What follows belongs to an exercise in optimizing a design on an open flow for small area; a production flow would make more cautious choices.
Only simulation tests tie the RTL to the original design; equivalence was not proved.
Power figures rest on the tool's default switching activity, not on a simulated workload. The flow treats the clock pin as an ideal source, which a real chip does not have.

==> module Comparator, before the edit <==
module Comparator #(parameter WORD_WIDTH = 16)
						 (input [WORD_WIDTH-1: 0] mx, my, ka1, ka0,
						  input valid, match_rst, rd, nrd, q,
						  output d);
	localparam NP = 2 * WORD_WIDTH;
	localparam N3 = NP / 3;
	localparam NR = NP - 3 * N3;
	localparam NH = N3 + (NR > 0);
	localparam NA = (NH + 3) / 4;
	wire [NP-1: 0] f = {my, mx};
	wire [NP-1: 0] k = {ka0, ka1};
	wire [4*NA-1: 0] hit;
	wire [NA-1: 0] any;
	genvar g;
	generate
		for (g = 0; g < N3; g = g + 1) begin : grp
			NoHit #(.N(3)) nh (.f(f[3*g +: 3]), .k(k[3*g +: 3]), .y(hit[g]));
		end
		if (NR > 0) begin : rest
			NoHit #(.N(NR)) nh (.f(f[NP-1: 3*N3]), .k(k[NP-1: 3*N3]), .y(hit[N3]));
		end
		if (4*NA > NH) begin : pad
			assign hit[4*NA-1: NH] = {(4*NA-NH){1'b1}};
		end
		for (g = 0; g < NA; g = g + 1) begin : tree
			if (g < NA - 1 || NH % 4 == 0) begin : full
				AnyHit #(.N(4)) ah (.nohit(hit[4*g +: 4]), .any(any[g]));
			end else begin : part
				AnyHit #(.N(NH % 4)) ah (.nohit(hit[4*g +: (NH % 4)]), .any(any[g]));
			end
		end
	endgenerate
	ResultHold #(.N(NA)) hold (.any(any), .valid(valid), .match_rst(match_rst),
	                           .rd(rd), .nrd(nrd), .q(q), .d(d));
endmodule
==> module ResultHold, before the edit <==
module ResultHold #(parameter N = 3) (input [N-1: 0] any, input valid, match_rst, rd, nrd, q,
                                      output d);
	wire match = valid ? ~|any : match_rst;
	assign d = (rd & match) | (nrd & q);
endmodule
==> module TCAM, before the edit <==
module TCAM #(parameter WORD_WIDTH = 16, parameter MEMORY_SIZE = 32)
				 (input [WORD_WIDTH-1: 0] A, K,
				  input [$clog2(MEMORY_SIZE)-1: 0] write_addr,
				  input read, write, reset, clk,
				  output [MEMORY_SIZE-1: 0] matched);
	wire wr = write & ~read;
	wire [3: 0] pa;
	wire [MEMORY_SIZE/4-1: 0] pb;
	genvar j;
	generate
		for (j = 0; j < 4; j = j + 1) begin : pdec_a
			assign pa[j] = wr & (write_addr[1: 0] == j);
		end
		for (j = 0; j < MEMORY_SIZE/4; j = j + 1) begin : pdec_b
			assign pb[j] = (write_addr[$clog2(MEMORY_SIZE)-1: 2] == j);
		end
	endgenerate
	wire [WORD_WIDTH-1: 0] ka1 = K & A;
	wire [WORD_WIDTH-1: 0] ka0 = K & ~A;
	wire match_rst = ~|ka1;
	wire rd = reset & read;
	wire [MEMORY_SIZE-1: 0] match_d;
	reg [MEMORY_SIZE-1: 0] match_q;
	assign matched = match_q;
	genvar i, b;
	generate
		for (i = 0; i < MEMORY_SIZE; i = i + 1) begin : entry
			reg [WORD_WIDTH-1: 0] mx, my;
			reg valid;
			wire [WORD_WIDTH-1: 0] mx_d, my_d;
			wire ld, kp;
			RowCtl row (.pa(pa[i % 4]), .pb(pb[i / 4]), .ld(ld), .kp(kp));
			for (b = 0; b < WORD_WIDTH; b = b + 1) begin : col
				FlagHold hold (.ld(ld), .kp(kp), .dx(ka0[b]), .dy(ka1[b]),
				               .qx(mx[b]), .qy(my[b]), .nx(mx_d[b]), .ny(my_d[b]));
			end
			always @(posedge clk) begin
				mx <= mx_d;
				my <= my_d;
			end
			always @(posedge clk or negedge reset) begin
				if (!reset) valid <= 1'b0;
				else if (ld) valid <= 1'b1;
			end
			Comparator #(.WORD_WIDTH(WORD_WIDTH)) comparator (.mx(mx), .my(my), .ka1(ka1), .ka0(ka0),
			                                                  .valid(valid), .match_rst(match_rst),
			                                                  .rd(rd), .nrd(~rd), .q(matched[i]), .d(match_d[i]));
		end
	endgenerate
	always @(posedge clk)
		match_q <= match_d;
endmodule
==> module RowCtl, before the edit <==
module RowCtl (input pa, pb, output ld, kp);
	assign ld = pa & pb;
	assign kp = ~(pa & pb);
endmodule
==> module FlagHold, before the edit <==
module FlagHold (input ld, kp, dx, dy, qx, qy, output nx, ny);
	assign nx = (ld & dx) | (kp & qx);
	assign ny = (ld & dy) | (kp & qy);
endmodule
Settings: LEC_CHECK=0, CAP_MARGIN=0, CORE_MARGIN=2, CORE_UTILIZATION=60, PLACE_DENSITY=0.85, SLEW_MARGIN=0, SYNTH_HIERARCHICAL=1, SYNTH_MINIMUM_KEEP_SIZE=0; clock period 5.0 ns.
standard.sh (not shown) runs the stock make flow with config.mk's settings and CLKGATE_MAP_FILE= SYNTH_SCRIPT=/design/flow/synth_recipe.tcl, a recipe that flattens the netlist after the stock synthesis.
==> flow/flow/run.sh <==
#!/bin/bash
# The standard ORFS layout with a few changes:
#  - after the standard synthesis, combinational cells are reset to drive
#    strength 1 (flow/downsize.py); the placer's repair sizes up what needs it
#  - port buffers are buf_1 cells
#  - CTS clusters sinks into larger groups and inserts no dummy loads
# Each step's output goes to a log of its own here; ORFS keeps its own logs
# under orfs/logs.
set -euo pipefail
R=orfs/results/$FLOW_PLATFORM/TCAM/base
LIB=$FLOW_HOME/platforms/$FLOW_PLATFORM/lib/sky130_fd_sc_hd__tt_025C_1v80.lib

bash standard.sh synth > synth.log 2>&1
python3 flow/downsize.py "$LIB" "$R/1_2_yosys.v" > downsize.log 2>&1
rm -f "$R/1_synth.odb" "$R/1_synth.sdc"
bash standard.sh \
  BUFFER_PORTS_ARGS="-buffer_cell sky130_fd_sc_hd__buf_1" \
  CTS_ARGS="-sink_clustering_enable -repair_clock_nets -sink_clustering_size 30 -sink_clustering_max_diameter 80 -dont_use_dummy_load" \
  finish > standard.log 2>&1
==> flow/flow/downsize.py <==
#!/usr/bin/env python3
"""Replace each combinational cell of a mapped netlist by the drive-strength-1
variant of the same cell, where the library has one. Flip-flops are left
alone. The placer's repair steps size cells up again where slew, load or
timing need it.

usage: downsize.py LIBERTY NETLIST  (the netlist is rewritten in place)
"""
import re
import sys

lib, path = sys.argv[1], sys.argv[2]
cells = set(re.findall(r'cell\s*\(\s*"?(\w+)"?\s*\)', open(lib).read()))
keep = re.compile(r'sky130_fd_sc_hd__(s?e?df|dl|clk|conb|tap|fill|decap|diode)')
count = {}


def sub(m):
    name, base = m.group(0), m.group(1)
    if keep.match(name):
        return name
    small = base + '_1'
    if small == name or small not in cells:
        return name
    count[name] = count.get(name, 0) + 1
    return small


text = open(path).read()
text = re.sub(r'\b(sky130_fd_sc_hd__\w+?)_\d+\b(?=\s)', sub, text)
open(path, 'w').write(text)
for k in sorted(count):
    print(f'{k}: {count[k]} replaced')
The baseline went through all stages and came out clean.
Edit:
==> flow/design.v (replaced) <==
`timescale 1ns / 1ps
module Comparator #(parameter WORD_WIDTH = 16)
						 (input [WORD_WIDTH-1: 0] mx, my, ka1, ka0,
						  input rd, nrd, q,
						  output d);
	localparam NP = 2 * WORD_WIDTH;
	localparam N3 = NP / 3;
	localparam NR = NP - 3 * N3;
	localparam NH = N3 + (NR > 0);
	localparam NA = (NH + 3) / 4;
	wire [NP-1: 0] f = {my, mx};
	wire [NP-1: 0] k = {ka0, ka1};
	wire [4*NA-1: 0] hit;
	wire [NA-1: 0] any;
	genvar g;
	generate
		for (g = 0; g < N3; g = g + 1) begin : grp
			NoHit #(.N(3)) nh (.f(f[3*g +: 3]), .k(k[3*g +: 3]), .y(hit[g]));
		end
		if (NR > 0) begin : rest
			NoHit #(.N(NR)) nh (.f(f[NP-1: 3*N3]), .k(k[NP-1: 3*N3]), .y(hit[N3]));
		end
		if (4*NA > NH) begin : pad
			assign hit[4*NA-1: NH] = {(4*NA-NH){1'b1}};
		end
		for (g = 0; g < NA; g = g + 1) begin : tree
			if (g < NA - 1 || NH % 4 == 0) begin : full
				AnyHit #(.N(4)) ah (.nohit(hit[4*g +: 4]), .any(any[g]));
			end else begin : part
				AnyHit #(.N(NH % 4)) ah (.nohit(hit[4*g +: (NH % 4)]), .any(any[g]));
			end
		end
	endgenerate
	ResultHold #(.N(NA)) hold (.any(any), .rd(rd), .nrd(nrd), .q(q), .d(d));
endmodule
module NoHit #(parameter N = 3) (input [N-1: 0] f, k, output y);
	assign y = ~|(f & k);
endmodule
module AnyHit #(parameter N = 4) (input [N-1: 0] nohit, output any);
	assign any = ~&nohit;
endmodule
module ResultHold #(parameter N = 3) (input [N-1: 0] any, input rd, nrd, q, output d);
	assign d = (rd & ~|any) | (nrd & q);
endmodule
`timescale 1ns / 1ps
module TCAM #(parameter WORD_WIDTH = 16, parameter MEMORY_SIZE = 32)
				 (input [WORD_WIDTH-1: 0] A, K,
				  input [$clog2(MEMORY_SIZE)-1: 0] write_addr,
				  input read, write, reset, clk,
				  output [MEMORY_SIZE-1: 0] matched);
	wire wr = write & ~read;
	wire [3: 0] pa;
	wire [MEMORY_SIZE/4-1: 0] pb;
	genvar j;
	generate
		for (j = 0; j < 4; j = j + 1) begin : pdec_a
			assign pa[j] = wr & (write_addr[1: 0] == j);
		end
		for (j = 0; j < MEMORY_SIZE/4; j = j + 1) begin : pdec_b
			assign pb[j] = (write_addr[$clog2(MEMORY_SIZE)-1: 2] == j);
		end
	endgenerate
	wire [WORD_WIDTH-1: 0] dx = K & ~A;
	wire [WORD_WIDTH-1: 0] dy = K & A;
	wire [WORD_WIDTH-1: 0] ka1 = K & A;
	wire [WORD_WIDTH-1: 0] ka0 = K & ~A;
	wire rd = reset & read;
	wire [MEMORY_SIZE-1: 0] match_d;
	reg [MEMORY_SIZE-1: 0] match_q;
	assign matched = match_q;
	genvar i, b;
	generate
		for (i = 0; i < MEMORY_SIZE; i = i + 1) begin : entry
			reg [WORD_WIDTH-1: 0] mx, my;
			wire [WORD_WIDTH-1: 0] mx_d, my_d;
			wire ldx, kpx, ldy, kpy;
			RowCtl row (.pa(pa[i % 4]), .pb(pb[i / 4]), .reset(reset), .nrst(~reset),
			            .ldx(ldx), .kpx(kpx), .ldy(ldy), .kpy(kpy));
			for (b = 0; b < WORD_WIDTH; b = b + 1) begin : col
				FlagHold hold (.ldx(ldx), .kpx(kpx), .ldy(ldy), .kpy(kpy),
				               .dx(dx[b]), .dy(dy[b]), .qx(mx[b]), .qy(my[b]),
				               .nx(mx_d[b]), .ny(my_d[b]));
			end
			always @(posedge clk) begin
				mx <= mx_d;
				my <= my_d;
			end
			Comparator #(.WORD_WIDTH(WORD_WIDTH)) comparator (.mx(mx), .my(my), .ka1(ka1), .ka0(ka0),
			                                                  .rd(rd), .nrd(~rd), .q(matched[i]), .d(match_d[i]));
		end
	endgenerate
	always @(posedge clk)
		match_q <= match_d;
endmodule
module RowCtl (input pa, pb, reset, nrst, output ldx, kpx, ldy, kpy);
	wire sel = pa & pb;
	assign ldx = sel | nrst;
	assign kpx = ~(sel & reset);
	assign ldy = sel & reset;
	assign kpy = ~(sel | nrst);
endmodule
module FlagHold (input ldx, kpx, ldy, kpy, dx, dy, qx, qy,
                 output nx, ny);
	assign nx = (ldx | qx) & (kpx | dx);
	assign ny = (ldy & dy) | (kpy & qy);
endmodule
After rerunning:
- The changed run ran to the end with violations: capacitance limit, slew limit
- flip-flop and latch count drops by 32
- worst setup slack loses 0.043 ns
- area after synthesis drops by a few percent
- design area drops by a few percent
- worst hold slack barely changes
- power drops by about a fifth
- fmax drops slightly
- synthesized cell count drops by a few percent
- first-iteration DRC count climbs by a few percent

## static timing again, ports no longer ideal
No port has a modelled driver above. Below, the same layouts with a new extraction and two added sets of constraints.
Step 1: set_driving_cell puts a clkbuf_16 on clk and a buf_2 on each other input, an assumption about the parent block.
Step 2 also shifts input and output timing later by t, the mid clock arrival at the registers, as if the neighbouring blocks saw the same clock.
a / b / c = no drivers / after step 1 / after step 2; a / b = the first two.
run | t (ns) | setup WS [ns] | slew at the worst register clock pin (ns) | worst data-port slew with drivers (ns)
the first run | 0.686 | 1.763 / 1.775 / 1.089 | 0.11 / 0.11 | 0.06
the second run | 0.676 | 1.720 / 1.758 / 1.082 | 0.11 / 0.11 | 0.04
The setup slack of the first run, which loses most, moves by +0.012 ns with the drivers and by -0.674 ns with both steps.
